Context: an optimization exercise on an open-source flow, tuned for small area and a short achievable clock period. The choices shown serve that exercise and are no tape-out recipe. At most, simulation tests tie the RTL to the original design; equivalence was not proved. The clock input has no modelled driver; a real chip could not lean on it and would need a root buffer or a full tree. Power is estimated from default activity; no workload was simulated.

==> run P: inputs <==
==> flow/design.v <==
module divisor_frecuencia(
    input clk,
    input rst,
    input [6:0] teclas,
    output reg clk_out
    );
localparam [14:0] BASE = 15'd324;
localparam [14:0] INV = 15'd0;
reg [14:0] cuenta_q;
wire [14:0] cuenta = cuenta_q ^ INV;
wire [6:0] lt;
wire c0 = ~cuenta[5];
wire c1 = ~cuenta[7];
wire c2 = c1 | c0;
wire c3 = ~cuenta[9];
wire c4 = c3 | c2;
wire c5 = ~cuenta[10];
wire c6 = c5 | c4;
wire c7 = ~cuenta[11];
wire c8 = c7 | c6;
wire c9 = ~cuenta[12];
wire c10 = c9 | c8;
wire c11 = ~cuenta[14];
wire c12 = c11 | c10;
wire c13 = ~cuenta[1];
wire c14 = ~cuenta[2];
wire c15 = c14 & c13;
wire c16 = ~cuenta[3];
wire c17 = c16 & c15;
wire c18 = ~cuenta[4];
wire c19 = c18 | c17;
wire c20 = c0 | c19;
wire c21 = ~cuenta[6];
wire c22 = c21 | c20;
wire c23 = c1 & c22;
wire c24 = ~cuenta[8];
wire c25 = c24 & c23;
wire c26 = c3 & c25;
wire c27 = c5 | c26;
wire c28 = c7 & c27;
wire c29 = c9 | c28;
wire c30 = c11 | c29;
wire c31 = c16 | c14;
wire c32 = c18 | c31;
wire c33 = c0 & c32;
wire c34 = c21 | c33;
wire c35 = c1 & c34;
wire c36 = c24 | c35;
wire c37 = c3 | c36;
wire c38 = c5 & c37;
wire c39 = c7 | c38;
wire c40 = c9 & c39;
wire c41 = c11 | c40;
wire c42 = c18 | c16;
wire c43 = c0 | c42;
wire c44 = c21 & c43;
wire c45 = c1 & c44;
wire c46 = c24 | c45;
wire c47 = c3 | c46;
wire c48 = c5 | c47;
wire c49 = c7 & c48;
wire c50 = c9 & c49;
wire c51 = c11 | c50;
wire c52 = c14 | c13;
wire c53 = c16 & c52;
wire c54 = c18 | c53;
wire c55 = c0 & c54;
wire c56 = c21 & c55;
wire c57 = c1 | c56;
wire c58 = c24 | c57;
wire c59 = c3 | c58;
wire c60 = c5 | c59;
wire c61 = c7 | c60;
wire c62 = c9 | c61;
wire c63 = ~cuenta[13];
wire c64 = c63 | c62;
wire c65 = c11 & c64;
wire c66 = c1 | c21;
wire c67 = c24 & c66;
wire c68 = c3 & c67;
wire c69 = c5 & c68;
wire c70 = c7 | c69;
wire c71 = c9 | c70;
wire c72 = c63 | c71;
wire c73 = c11 & c72;
wire c74 = c0 | c54;
wire c75 = c21 & c74;
wire c76 = c1 | c75;
wire c77 = c24 & c76;
wire c78 = c3 | c77;
wire c79 = c5 & c78;
wire c80 = c7 & c79;
wire c81 = c9 | c80;
wire c82 = c63 | c81;
wire c83 = c11 & c82;
assign lt[0] = c12;
assign lt[1] = c30;
assign lt[2] = c41;
assign lt[3] = c51;
assign lt[4] = c65;
assign lt[5] = c73;
assign lt[6] = c83;
wire tecla = |teclas;
wire debajo = |(teclas & lt);
wire [14:0] lleva;
assign lleva[0] = 1'b1;
genvar i;
generate for (i = 1; i < 15; i = i + 1) begin : g_lleva
    assign lleva[i] = lleva[i-1] & cuenta[i-1];
end endgenerate
wire sigue = ~rst & (~tecla | debajo);
always @(posedge clk) begin
    cuenta_q <= INV ^ (({15{sigue}} & (cuenta ^ ({15{tecla}} & lleva))) | ({15{~sigue}} & BASE));
    clk_out <= ~rst & tecla & (clk_out ^ ~debajo);
end
endmodule
`timescale 1ns / 1ps
module principal (
	input clk,
	input reset,
	input [6:0] teclas,
	output clk_out
	);
divisor_frecuencia divisor(.clk(clk), .rst(reset), .teclas(teclas), .clk_out(clk_out));
endmodule
==> flow/flow/run.sh <==
#!/bin/bash
# Layout flow: the standard ORFS flow with two changes.
#  - Synthesis is the standard flow's own synthesis script with only the ABC script
#    swapped for an area-oriented one (flow/abc_area.script); every other
#    step, including flip-flop mapping and register naming, is unchanged.
#  - Port buffers use the smallest buffer (buf_1).
# Each tool's full output goes to a log file in this folder and under
# orfs/logs as ORFS writes them.
set -euo pipefail
W=$(pwd)

cat > "$W/own_synth.tcl" <<EOF
proc abc {args} {
  set i [lsearch -exact \$args -script]
  if {\$i >= 0} { lset args [expr {\$i + 1}] $W/flow/abc_area.script }
  yosys abc {*}\$args
}
source $W/synth_recipe.tcl
EOF

sed "s#SYNTH_SCRIPT=[^ ]*#SYNTH_SCRIPT=$W/own_synth.tcl#" standard.sh > own_standard.sh
grep -q "SYNTH_SCRIPT=$W/own_synth.tcl" own_standard.sh

export BUFFER_PORTS_ARGS="-buffer_cell sky130_fd_sc_hd__buf_1"
# optimisation target only: ask timing repair for this much setup slack at
# the design's period, so it speeds up the input and output paths
if [[ -f flow/setup_margin ]]; then export SETUP_SLACK_MARGIN=$(cat flow/setup_margin); fi
bash own_standard.sh finish > "$W/flow_make.log" 2>&1
==> flow/flow/abc_area.script <==
strash
&get -n
&fraig -x
&put
dc2
dch -f
amap
topo
==> flow/flow/setup_margin <==
78.4
==> flow/standard.sh <==
#!/bin/bash
# synth_recipe.tcl (not shown) runs the flow's synth.tcl, then flattens the netlist and writes it again
# the make line also repeats each setting of config.mk as NAME=value (left out here)
make -C /OpenROAD-flow-scripts/flow DESIGN_CONFIG=/design/flow/config.mk WORK_HOME=/design/flow/orfs CLKGATE_MAP_FILE= SYNTH_SCRIPT=/design/flow/synth_recipe.tcl "${@:-finish}"
==> flow/config.mk <==
export PLATFORM = sky130hd
export DESIGN_NAME = principal
export DESIGN_NICKNAME = principal
export VERILOG_FILES = /design/flow/design.v
export SDC_FILE = /design/flow/constraint.sdc
export NUM_CORES = 4
export LEC_CHECK = 0
export CAP_MARGIN = 20
export CORE_AREA = 4 4 76 76
export CTS_BUF_LIST = sky130_fd_sc_hd__clkbuf_4
export CTS_CLUSTER_DIAMETER = 100
export CTS_CLUSTER_SIZE = 30
export DIE_AREA = 0 0 80 80
export SLEW_MARGIN = 20
export SYNTH_HIERARCHICAL = 0
==> flow/constraint.sdc <==
create_clock -name core_clock -period 100.0 [get_ports {clk}]
set_input_delay 20.0000 -clock core_clock [delete_from_list [all_inputs] [get_ports {clk}]]
set_output_delay 20.0000 -clock core_clock [all_outputs]
set_load 0.01 [all_outputs]
==> inputs of run R, as changes to run P <==
==> flow/design.v (replaced) <==
module divisor_frecuencia(
    input clk,
    input rst,
    input [6:0] teclas,
    output reg clk_out
    );
localparam [14:0] BASE = 15'd1796;
localparam [14:0] INV = 15'd0;
reg [14:0] cuenta_q;
wire [14:0] cuenta = cuenta_q ^ INV;
wire [6:0] lt;
wire c0 = ~cuenta[5];
wire c1 = ~cuenta[6];
wire c2 = c1 | c0;
wire c3 = ~cuenta[10];
wire c4 = c3 | c2;
wire c5 = ~cuenta[13];
wire c6 = c5 | c4;
wire c7 = ~cuenta[14];
wire c8 = c7 | c6;
wire c9 = ~cuenta[1];
wire c10 = ~cuenta[2];
wire c11 = c10 & c9;
wire c12 = ~cuenta[3];
wire c13 = c12 & c11;
wire c14 = ~cuenta[4];
wire c15 = c14 | c13;
wire c16 = c0 | c15;
wire c17 = c1 & c16;
wire c18 = ~cuenta[7];
wire c19 = c18 & c17;
wire c20 = ~cuenta[8];
wire c21 = c20 & c19;
wire c22 = ~cuenta[9];
wire c23 = c22 | c21;
wire c24 = c3 & c23;
wire c25 = ~cuenta[11];
wire c26 = c25 | c24;
wire c27 = ~cuenta[12];
wire c28 = c27 | c26;
wire c29 = c5 & c28;
wire c30 = c7 | c29;
wire c31 = c12 | c10;
wire c32 = c14 | c31;
wire c33 = c0 & c32;
wire c34 = c1 & c33;
wire c35 = c18 & c34;
wire c36 = c20 | c35;
wire c37 = c22 & c36;
wire c38 = c3 & c37;
wire c39 = c25 & c38;
wire c40 = c27 | c39;
wire c41 = c5 & c40;
wire c42 = c7 | c41;
wire c43 = c14 | c12;
wire c44 = c0 | c43;
wire c45 = c1 | c44;
wire c46 = c18 | c45;
wire c47 = c20 & c46;
wire c48 = c22 & c47;
wire c49 = c3 | c48;
wire c50 = c25 | c49;
wire c51 = c27 & c50;
wire c52 = c5 & c51;
wire c53 = c7 | c52;
wire c54 = c10 | c9;
wire c55 = c12 & c54;
wire c56 = c14 | c55;
wire c57 = c0 & c56;
wire c58 = c1 | c57;
wire c59 = c18 & c58;
wire c60 = c20 | c59;
wire c61 = c22 & c60;
wire c62 = c3 | c61;
wire c63 = c25 & c62;
wire c64 = c27 & c63;
wire c65 = c5 & c64;
wire c66 = c7 | c65;
wire c67 = c20 & c18;
wire c68 = c22 | c67;
wire c69 = c3 | c68;
wire c70 = c25 | c69;
wire c71 = c27 | c70;
wire c72 = c5 | c71;
wire c73 = c7 & c72;
wire c74 = c0 | c56;
wire c75 = c1 | c74;
wire c76 = c18 & c75;
wire c77 = c20 & c76;
wire c78 = c22 & c77;
wire c79 = c3 & c78;
wire c80 = c25 | c79;
wire c81 = c27 | c80;
wire c82 = c5 | c81;
wire c83 = c7 & c82;
assign lt[0] = c8;
assign lt[1] = c30;
assign lt[2] = c42;
assign lt[3] = c53;
assign lt[4] = c66;
assign lt[5] = c73;
assign lt[6] = c83;
wire tecla = |teclas;
wire debajo = |(teclas & lt);
wire [14:0] lleva;
assign lleva[0] = 1'b1;
genvar i;
generate for (i = 1; i < 15; i = i + 1) begin : g_lleva
    assign lleva[i] = lleva[i-1] & cuenta[i-1];
end endgenerate
wire sigue = ~rst & (~tecla | debajo);
always @(posedge clk) begin
    cuenta_q <= INV ^ (({15{sigue}} & (cuenta ^ ({15{tecla}} & lleva))) | ({15{~sigue}} & BASE));
    clk_out <= ~rst & tecla & (clk_out ^ ~debajo);
end
endmodule
`timescale 1ns / 1ps
module principal (
	input clk,
	input reset,
	input [6:0] teclas,
	output clk_out
	);
divisor_frecuencia divisor(.clk(clk), .rst(reset), .teclas(teclas), .clk_out(clk_out));
endmodule
--- a/flow/flow/run.sh
+++ b/flow/flow/run.sh
@@ -25,4 +25,9 @@
 # optimisation target only: ask timing repair for this much setup slack at
 # the design's period, so it speeds up the input and output paths
 if [[ -f flow/setup_margin ]]; then export SETUP_SLACK_MARGIN=$(cat flow/setup_margin); fi
+if [[ -f flow/setup_moves ]]; then export SETUP_MOVE_SEQUENCE=$(cat flow/setup_moves); export SKIP_GATE_CLONING=1; fi
+if [[ -f flow/clock_root_cell ]]; then
+  export CLOCK_ROOT_CELL=$(cat flow/clock_root_cell)
+  export POST_CTS_TCL=$W/flow/post_cts.tcl
+fi
 bash own_standard.sh finish > "$W/flow_make.log" 2>&1
==> flow/flow/abc_area.script (replaced) <==
strash
&get -n
&deepsyn -J 100 -S 6 -T 100
&put
dch -f
&get -n
&dch -f
&nf -R 1000
&put
topo
==> flow/flow/clock_root_cell (new file) <==
sky130_fd_sc_hd__clkbuf_8
==> flow/flow/post_cts.tcl (new file) <==
# Runs at the end of ORFS's CTS step (POST_CTS_TCL).  CTS on sky130hd always
# builds a root buffer and two leaf buffers; for this design's 16 flip-flops
# one buffer is enough.  Every flip-flop clock pin moves to the root buffer's
# output net, the leaf buffers are removed and the root buffer is resized to
# a strength that keeps the clock-pin slew low.  All flip-flops keep the same
# clock path (one buffer), so no register's clock is skewed against another.
set block [ord::get_db_block]
set clk_net [[$block findBTerm clk] getNet]
set roots {}
foreach it [$clk_net getITerms] {
  if {[$it isInputSignal]} { lappend roots [$it getInst] }
}
if {[llength $roots] == 1} {
  set root [lindex $roots 0]
  set root_out [[$root findITerm X] getNet]
  set removed 0
  foreach it [$root_out getITerms] {
    set inst [$it getInst]
    if {$inst == $root} continue
    if {![string match *clkbuf* [[$inst getMaster] getName]]} continue
    set leaf_net [[$inst findITerm X] getNet]
    foreach sink [$leaf_net getITerms] {
      if {[$sink getInst] == $inst} continue
      $sink disconnect
      $sink connect $root_out
    }
    odb::dbInst_destroy $inst
    odb::dbNet_destroy $leaf_net
    incr removed
  }
  $root swapMaster [[ord::get_db] findMaster $::env(CLOCK_ROOT_CELL)]
  puts "post_cts: removed $removed clock buffers, root [$root getName] is $::env(CLOCK_ROOT_CELL)"
  detailed_placement
  check_placement -verbose
  estimate_parasitics -placement
  report_clock_skew
} else {
  puts "post_cts: clock port drives [llength $roots] cells, tree left as is"
}
removed: flow/flow/setup_margin
==> flow_summary.ini <==
[outcome]
status = timing/DRC/antenna clean

[synthesis]
synth_top_cell_area_share_pct = 40.00
synth-adder-area-share_pct = 1.563
ys_types = 23
ys_seq_area_share_pct = 40.00

[layout]
layout_commonest_cell = nor2_1
final_nets = 138
syn_to_final_growth_pct = 38.28

[critical_path]
path_cells = buf_2, nor2_1, nand2_1, nor2_2, inv_2, nand3_4, nor2_4, nand3_4, nor4_4, nand3_2, nor2_4, nor2_1, a211oi_2
reg2reg_to = divisor.cuenta_q[1]
rrSetupSlack_ps = 97590

[sta]
period_needed_ps = 21490
worst_slack_ps = 78510

[grt]
grt_pass1_wl_um = 3774

[power_and_ir_drop]
seqPwrFrac_pct = 60.5

[placed_design]
placedCellCount = 185
the above is filed under run P

==> flow_summary.ini <==
[critical_path]
rrSetupSlack_ps = 97260
path_cells = buf_1, nor3_1, nand2_1, or3_1, nand4_1, nor3_1, and3_1, and3_1, nand2_1, xnor2_1, nor2_1
reg2reg_to = divisor.cuenta_q[4]

[placed_design]
placedCellCount = 172

[outcome]
status = timing/DRC/antenna clean

[synthesis]
ys_types = 32
ys_seq_area_share_pct = 41.22
synth-adder-area-share_pct = 1.610
synth_top_cell_area_share_pct = 41.22

[grt]
grt_pass1_wl_um = 2953

[sta]
worst_slack_ps = 78270
period_needed_ps = 21730

[worst_hold_path]
hp-class = flip-flop to flip-flop

[power_and_ir_drop]
seqPwrFrac_pct = 66.1

[layout]
final_nets = 118
the above is filed under run R


========
==> harbor <==
principal, a different RTL version from the one above (not shown whole).
Design principal, start of the top module:
module principal (
	input clk,
	input reset,
	input [6:0] teclas,
	output clk_out
	);
divisor_frecuencia divisor(.clk(clk), .rst(reset), .teclas(teclas), .clk_out(clk_out));
endmodule
==> module divisor_frecuencia, before the edit <==
module divisor_frecuencia(
    input clk,
    input rst,
    input [6:0] teclas,
    output reg clk_out
    );
reg [14:0] cuenta;
wire [12:0] lo = cuenta[12:0];
wire [6:0] lt;
assign lt[0] = ~cuenta[14] | (lo < 13'd7516);
assign lt[1] = ~cuenta[14] | (lo < 13'd4910);
assign lt[2] = ~cuenta[14] | (lo < 13'd2584);
assign lt[3] = ~cuenta[14] | (lo < 13'd1524);
assign lt[4] = ~cuenta[14] & (cuenta[13:0] < 14'd15954);
assign lt[5] = ~cuenta[14] & (cuenta[13:0] < 14'd14204);
assign lt[6] = ~cuenta[14] & (cuenta[13:0] < 14'd12658);
wire tecla = |teclas;
wire debajo = |(teclas & lt);
wire [14:0] lleva;
assign lleva[0] = tecla;
genvar i;
generate for (i = 1; i < 15; i = i + 1) begin : g_lleva
    assign lleva[i] = lleva[i-1] & cuenta[i-1];
end endgenerate
wire sigue = ~rst & (~tecla | debajo);
always @(posedge clk) begin
    cuenta <= {15{sigue}} & (cuenta ^ lleva);
    clk_out <= ~rst & tecla & (clk_out ^ ~debajo);
end
endmodule
==> flow/config.mk <==
export PLATFORM = sky130hd
export DESIGN_NAME = principal
export DESIGN_NICKNAME = principal
export VERILOG_FILES = /design/flow/design.v
export SDC_FILE = /design/flow/constraint.sdc
export NUM_CORES = 4
export LEC_CHECK = 0
export CAP_MARGIN = 20
export CORE_AREA = 4 4 76 76
export DIE_AREA = 0 0 80 80
export SLEW_MARGIN = 20
==> flow/constraint.sdc <==
create_clock -name core_clock -period 100.0 [get_ports {clk}]
set_input_delay 20.0000 -clock core_clock [delete_from_list [all_inputs] [get_ports {clk}]]
set_output_delay 20.0000 -clock core_clock [all_outputs]
set_load 0.01 [all_outputs]
standard.sh (not shown) runs the stock make flow with config.mk's settings and CLKGATE_MAP_FILE= SYNTH_SCRIPT=/design/flow/synth_recipe.tcl, a recipe that flattens the netlist after the stock synthesis.
==> flow/flow/run.sh <==
#!/bin/bash
# Layout flow: the standard ORFS flow with two changes.
#  - Synthesis is the standard flow's own synthesis script with only the ABC script
#    swapped for an area-oriented one (flow/abc_area.script); every other
#    step, including flip-flop mapping and register naming, is unchanged.
#  - Port buffers use the smallest buffer (buf_1).
# Each tool's full output goes to a log file in this folder and under
# orfs/logs as ORFS writes them.
set -euo pipefail
W=$(pwd)

cat > "$W/own_synth.tcl" <<EOF
proc abc {args} {
  set i [lsearch -exact \$args -script]
  if {\$i >= 0} { lset args [expr {\$i + 1}] $W/flow/abc_area.script }
  yosys abc {*}\$args
}
source $W/synth_recipe.tcl
EOF

sed "s#SYNTH_SCRIPT=[^ ]*#SYNTH_SCRIPT=$W/own_synth.tcl#" standard.sh > own_standard.sh
grep -q "SYNTH_SCRIPT=$W/own_synth.tcl" own_standard.sh

export BUFFER_PORTS_ARGS="-buffer_cell sky130_fd_sc_hd__buf_1"
bash own_standard.sh finish > "$W/flow_make.log" 2>&1
==> flow/flow/abc_area.script <==
strash
&get -n
&fraig -x
&put
dc2
dch -f
amap
topo
==> inputs of ember, as changes to harbor <==
==> flow/design.v (replaced) <==
module divisor_frecuencia(
    input clk,
    input rst,
    input [6:0] teclas,
    output reg clk_out
    );
localparam [14:0] BASE = 15'd1796;
localparam [14:0] INV = 15'd0;
reg [14:0] cuenta_q;
wire [14:0] cuenta = cuenta_q ^ INV;
wire [6:0] lt;
wire c0 = ~cuenta[5];
wire c1 = ~cuenta[6];
wire c2 = c1 | c0;
wire c3 = ~cuenta[10];
wire c4 = c3 | c2;
wire c5 = ~cuenta[13];
wire c6 = c5 | c4;
wire c7 = ~cuenta[14];
wire c8 = c7 | c6;
wire c9 = ~cuenta[1];
wire c10 = ~cuenta[2];
wire c11 = c10 & c9;
wire c12 = ~cuenta[3];
wire c13 = c12 & c11;
wire c14 = ~cuenta[4];
wire c15 = c14 | c13;
wire c16 = c0 | c15;
wire c17 = c1 & c16;
wire c18 = ~cuenta[7];
wire c19 = c18 & c17;
wire c20 = ~cuenta[8];
wire c21 = c20 & c19;
wire c22 = ~cuenta[9];
wire c23 = c22 | c21;
wire c24 = c3 & c23;
wire c25 = ~cuenta[11];
wire c26 = c25 | c24;
wire c27 = ~cuenta[12];
wire c28 = c27 | c26;
wire c29 = c5 & c28;
wire c30 = c7 | c29;
wire c31 = c12 | c10;
wire c32 = c14 | c31;
wire c33 = c0 & c32;
wire c34 = c1 & c33;
wire c35 = c18 & c34;
wire c36 = c20 | c35;
wire c37 = c22 & c36;
wire c38 = c3 & c37;
wire c39 = c25 & c38;
wire c40 = c27 | c39;
wire c41 = c5 & c40;
wire c42 = c7 | c41;
wire c43 = c14 | c12;
wire c44 = c0 | c43;
wire c45 = c1 | c44;
wire c46 = c18 | c45;
wire c47 = c20 & c46;
wire c48 = c22 & c47;
wire c49 = c3 | c48;
wire c50 = c25 | c49;
wire c51 = c27 & c50;
wire c52 = c5 & c51;
wire c53 = c7 | c52;
wire c54 = c10 | c9;
wire c55 = c12 & c54;
wire c56 = c14 | c55;
wire c57 = c0 & c56;
wire c58 = c1 | c57;
wire c59 = c18 & c58;
wire c60 = c20 | c59;
wire c61 = c22 & c60;
wire c62 = c3 | c61;
wire c63 = c25 & c62;
wire c64 = c27 & c63;
wire c65 = c5 & c64;
wire c66 = c7 | c65;
wire c67 = c20 & c18;
wire c68 = c22 | c67;
wire c69 = c3 | c68;
wire c70 = c25 | c69;
wire c71 = c27 | c70;
wire c72 = c5 | c71;
wire c73 = c7 & c72;
wire c74 = c0 | c56;
wire c75 = c1 | c74;
wire c76 = c18 & c75;
wire c77 = c20 & c76;
wire c78 = c22 & c77;
wire c79 = c3 & c78;
wire c80 = c25 | c79;
wire c81 = c27 | c80;
wire c82 = c5 | c81;
wire c83 = c7 & c82;
assign lt[0] = c8;
assign lt[1] = c30;
assign lt[2] = c42;
assign lt[3] = c53;
assign lt[4] = c66;
assign lt[5] = c73;
assign lt[6] = c83;
wire tecla = |teclas;
wire debajo = |(teclas & lt);
wire [14:0] lleva;
assign lleva[0] = 1'b1;
genvar i;
generate for (i = 1; i < 15; i = i + 1) begin : g_lleva
    assign lleva[i] = lleva[i-1] & cuenta[i-1];
end endgenerate
wire sigue = ~rst & (~tecla | debajo);
always @(posedge clk) begin
    cuenta_q <= INV ^ (({15{sigue}} & (cuenta ^ ({15{tecla}} & lleva))) | ({15{~sigue}} & BASE));
    clk_out <= ~rst & tecla & (clk_out ^ ~debajo);
end
endmodule
`timescale 1ns / 1ps
module principal (
	input clk,
	input reset,
	input [6:0] teclas,
	output clk_out
	);
divisor_frecuencia divisor(.clk(clk), .rst(reset), .teclas(teclas), .clk_out(clk_out));
endmodule
--- a/flow/flow/run.sh
+++ b/flow/flow/run.sh
@@ -23,3 +23,7 @@
 
 export BUFFER_PORTS_ARGS="-buffer_cell sky130_fd_sc_hd__buf_1"
+# optimisation target only: ask timing repair for this much setup slack at
+# the design's period, so it speeds up the input and output paths
+if [[ -f flow/setup_margin ]]; then export SETUP_SLACK_MARGIN=$(cat flow/setup_margin); fi
+if [[ -f flow/setup_moves ]]; then export SETUP_MOVE_SEQUENCE=$(cat flow/setup_moves); export SKIP_GATE_CLONING=1; fi
 bash own_standard.sh finish > "$W/flow_make.log" 2>&1
==> flow/flow/setup_margin (new file) <==
78.6
==> flow/flow/setup_moves (new file) <==
sizeup,swap
CTS_BUF_LIST = sky130_fd_sc_hd__clkbuf_4   (was default)
CTS_CLUSTER_DIAMETER = 100   (was default)
CTS_CLUSTER_SIZE = 30   (was default)
SYNTH_HIERARCHICAL = 0   (was default)
==> inputs of zinc, as changes to harbor <==
==> flow/design.v (replaced) <==
module divisor_frecuencia(
    input clk,
    input rst,
    input [6:0] teclas,
    output reg clk_out
    );
localparam [14:0] BASE = 15'd1796;
localparam [14:0] INV = 15'd0;
reg [14:0] cuenta_q;
wire [14:0] cuenta = cuenta_q ^ INV;
wire [6:0] lt;
wire c0 = ~cuenta[5];
wire c1 = ~cuenta[6];
wire c2 = c1 | c0;
wire c3 = ~cuenta[10];
wire c4 = c3 | c2;
wire c5 = ~cuenta[13];
wire c6 = c5 | c4;
wire c7 = ~cuenta[14];
wire c8 = c7 | c6;
wire c9 = ~cuenta[1];
wire c10 = ~cuenta[2];
wire c11 = c10 & c9;
wire c12 = ~cuenta[3];
wire c13 = c12 & c11;
wire c14 = ~cuenta[4];
wire c15 = c14 | c13;
wire c16 = c0 | c15;
wire c17 = c1 & c16;
wire c18 = ~cuenta[7];
wire c19 = c18 & c17;
wire c20 = ~cuenta[8];
wire c21 = c20 & c19;
wire c22 = ~cuenta[9];
wire c23 = c22 | c21;
wire c24 = c3 & c23;
wire c25 = ~cuenta[11];
wire c26 = c25 | c24;
wire c27 = ~cuenta[12];
wire c28 = c27 | c26;
wire c29 = c5 & c28;
wire c30 = c7 | c29;
wire c31 = c12 | c10;
wire c32 = c14 | c31;
wire c33 = c0 & c32;
wire c34 = c1 & c33;
wire c35 = c18 & c34;
wire c36 = c20 | c35;
wire c37 = c22 & c36;
wire c38 = c3 & c37;
wire c39 = c25 & c38;
wire c40 = c27 | c39;
wire c41 = c5 & c40;
wire c42 = c7 | c41;
wire c43 = c14 | c12;
wire c44 = c0 | c43;
wire c45 = c1 | c44;
wire c46 = c18 | c45;
wire c47 = c20 & c46;
wire c48 = c22 & c47;
wire c49 = c3 | c48;
wire c50 = c25 | c49;
wire c51 = c27 & c50;
wire c52 = c5 & c51;
wire c53 = c7 | c52;
wire c54 = c10 | c9;
wire c55 = c12 & c54;
wire c56 = c14 | c55;
wire c57 = c0 & c56;
wire c58 = c1 | c57;
wire c59 = c18 & c58;
wire c60 = c20 | c59;
wire c61 = c22 & c60;
wire c62 = c3 | c61;
wire c63 = c25 & c62;
wire c64 = c27 & c63;
wire c65 = c5 & c64;
wire c66 = c7 | c65;
wire c67 = c20 & c18;
wire c68 = c22 | c67;
wire c69 = c3 | c68;
wire c70 = c25 | c69;
wire c71 = c27 | c70;
wire c72 = c5 | c71;
wire c73 = c7 & c72;
wire c74 = c0 | c56;
wire c75 = c1 | c74;
wire c76 = c18 & c75;
wire c77 = c20 & c76;
wire c78 = c22 & c77;
wire c79 = c3 & c78;
wire c80 = c25 | c79;
wire c81 = c27 | c80;
wire c82 = c5 | c81;
wire c83 = c7 & c82;
assign lt[0] = c8;
assign lt[1] = c30;
assign lt[2] = c42;
assign lt[3] = c53;
assign lt[4] = c66;
assign lt[5] = c73;
assign lt[6] = c83;
wire tecla = |teclas;
wire debajo = |(teclas & lt);
wire [14:0] lleva;
assign lleva[0] = 1'b1;
genvar i;
generate for (i = 1; i < 15; i = i + 1) begin : g_lleva
    assign lleva[i] = lleva[i-1] & cuenta[i-1];
end endgenerate
wire sigue = ~rst & (~tecla | debajo);
always @(posedge clk) begin
    cuenta_q <= INV ^ (({15{sigue}} & (cuenta ^ ({15{tecla}} & lleva))) | ({15{~sigue}} & BASE));
    clk_out <= ~rst & tecla & (clk_out ^ ~debajo);
end
endmodule
`timescale 1ns / 1ps
module principal (
	input clk,
	input reset,
	input [6:0] teclas,
	output clk_out
	);
divisor_frecuencia divisor(.clk(clk), .rst(reset), .teclas(teclas), .clk_out(clk_out));
endmodule
--- a/flow/flow/run.sh
+++ b/flow/flow/run.sh
@@ -23,3 +23,7 @@
 
 export BUFFER_PORTS_ARGS="-buffer_cell sky130_fd_sc_hd__buf_1"
+# optimisation target only: ask timing repair for this much setup slack at
+# the design's period, so it speeds up the input and output paths
+if [[ -f flow/setup_margin ]]; then export SETUP_SLACK_MARGIN=$(cat flow/setup_margin); fi
+if [[ -f flow/setup_moves ]]; then export SETUP_MOVE_SEQUENCE=$(cat flow/setup_moves); export SKIP_GATE_CLONING=1; fi
 bash own_standard.sh finish > "$W/flow_make.log" 2>&1
==> flow/flow/abc_area.script (replaced) <==
strash
&get -n
&deepsyn -J 100 -S 6 -T 100
&put
dch -f
&get -n
&dch -f
&nf -R 1000
&put
topo
CTS_BUF_LIST = sky130_fd_sc_hd__clkbuf_4   (was default)
CTS_CLUSTER_DIAMETER = 100   (was default)
CTS_CLUSTER_SIZE = 30   (was default)
SYNTH_HIERARCHICAL = 0   (was default)
==> results.txt <==
metric                                                                                  ember                          zinc                      harbor
Status                                                                         finished clean                finished clean              finished clean
Max Clk Rate                                                                         47.1 MHz                      46.2 MHz                    43.0 MHz
Placed instance count                                                                     185                           172                         177
GRT Resource Usage Total                                                                6.95%                         5.82%                       6.34%
Max FO, Critical Path                                                                       4                             6                           3
Total clock network power                                                             3.68 uW                       3.46 uW                     5.74 uW
Finished Core Util                                                                      21.4%                         18.9%                       21.7%
Final critical-path setup slack                                                      78.75 ns                      78.37 ns                    76.75 ns
Met3 wire length                                                                       142 um                        109 um                      167 um
Capture point of the critical path                               divisor.cuenta_q[13]$_DFF_P_  divisor.cuenta_q[13]$_DFF_P_  divisor.cuenta[13]$_DFF_P_
Adder-Cell Fraction of Synth Area                                                       1.57%                         1.61%                       19.8%
Reg2reg path depth                                                                         11                            10                          15
Switching power as a share of total power                                               25.6%                         23.5%                       20.6%
Non-Filler Cell Area, Final                                                      0.00104 mm^2                      921 um^2                0.00106 mm^2
Layout overhead on the synthesized area                                                 30.9%                         18.5%                       19.5%
Crit path buffers/inverters                                                                 2                             1                           1
Part of the total power dissipated in sequential elements                               59.7%                         61.7%                       50.6%
Number of standard cells in the layout, taps in and fillers out                           189                           176                         181
Pwr/cell area                                                                    10.6 mW/mm^2                  11.8 mW/mm^2                12.2 mW/mm^2
Most common cell after layout, fill and taps aside                    sky130_fd_sc_hd__nor2_1                             -    sky130_fd_sc_hd__dfxtp_1
No functional check of the RTL was part of harbor.

[re-timing with driven ports]
In the flow no input, the clock included, has a driving cell. The finished layouts below were timed again as built, in two steps.
Step 1: set_driving_cell puts a clkbuf_16 on clk and a buf_2 on each other input, an assumption about the parent block.
Step 2 adds t to the input delays and takes it off the output delays; t is the mean of the earliest and latest rising clock arrival at the registers after step 1. Input paths then give back, and output paths get back, about the clock's delay inside the block.
Slacks: ideal ports / drivers / drivers and shift; pairs: ideal ports / drivers.
run	t, ns	setup WS [ns]	worst setup path after step 2	slew at the worst register clock pin (ns)	worst slew at a driven data input, ns
run P	0.309	78.509 / 78.505 / 78.196	input to register	0.10 / 0.10	0.03
run R	0.183	78.268 / 78.262 / 78.079	input to register	0.10 / 0.10	0.04
harbor	0.276	76.751 / 76.750 / 76.474	input to register	0.06 / 0.06	0.04
ember	0.324	78.754 / 78.748 / 78.425	input to register	0.09 / 0.09	0.04
zinc	0.305	78.372 / 78.365 / 78.060	input to register	0.09 / 0.09	0.04
After both steps every run listed still meets setup and hold. For ember, which loses most, drivers alone change the setup slack by -0.006 ns; drivers and shift together by -0.329 ns.
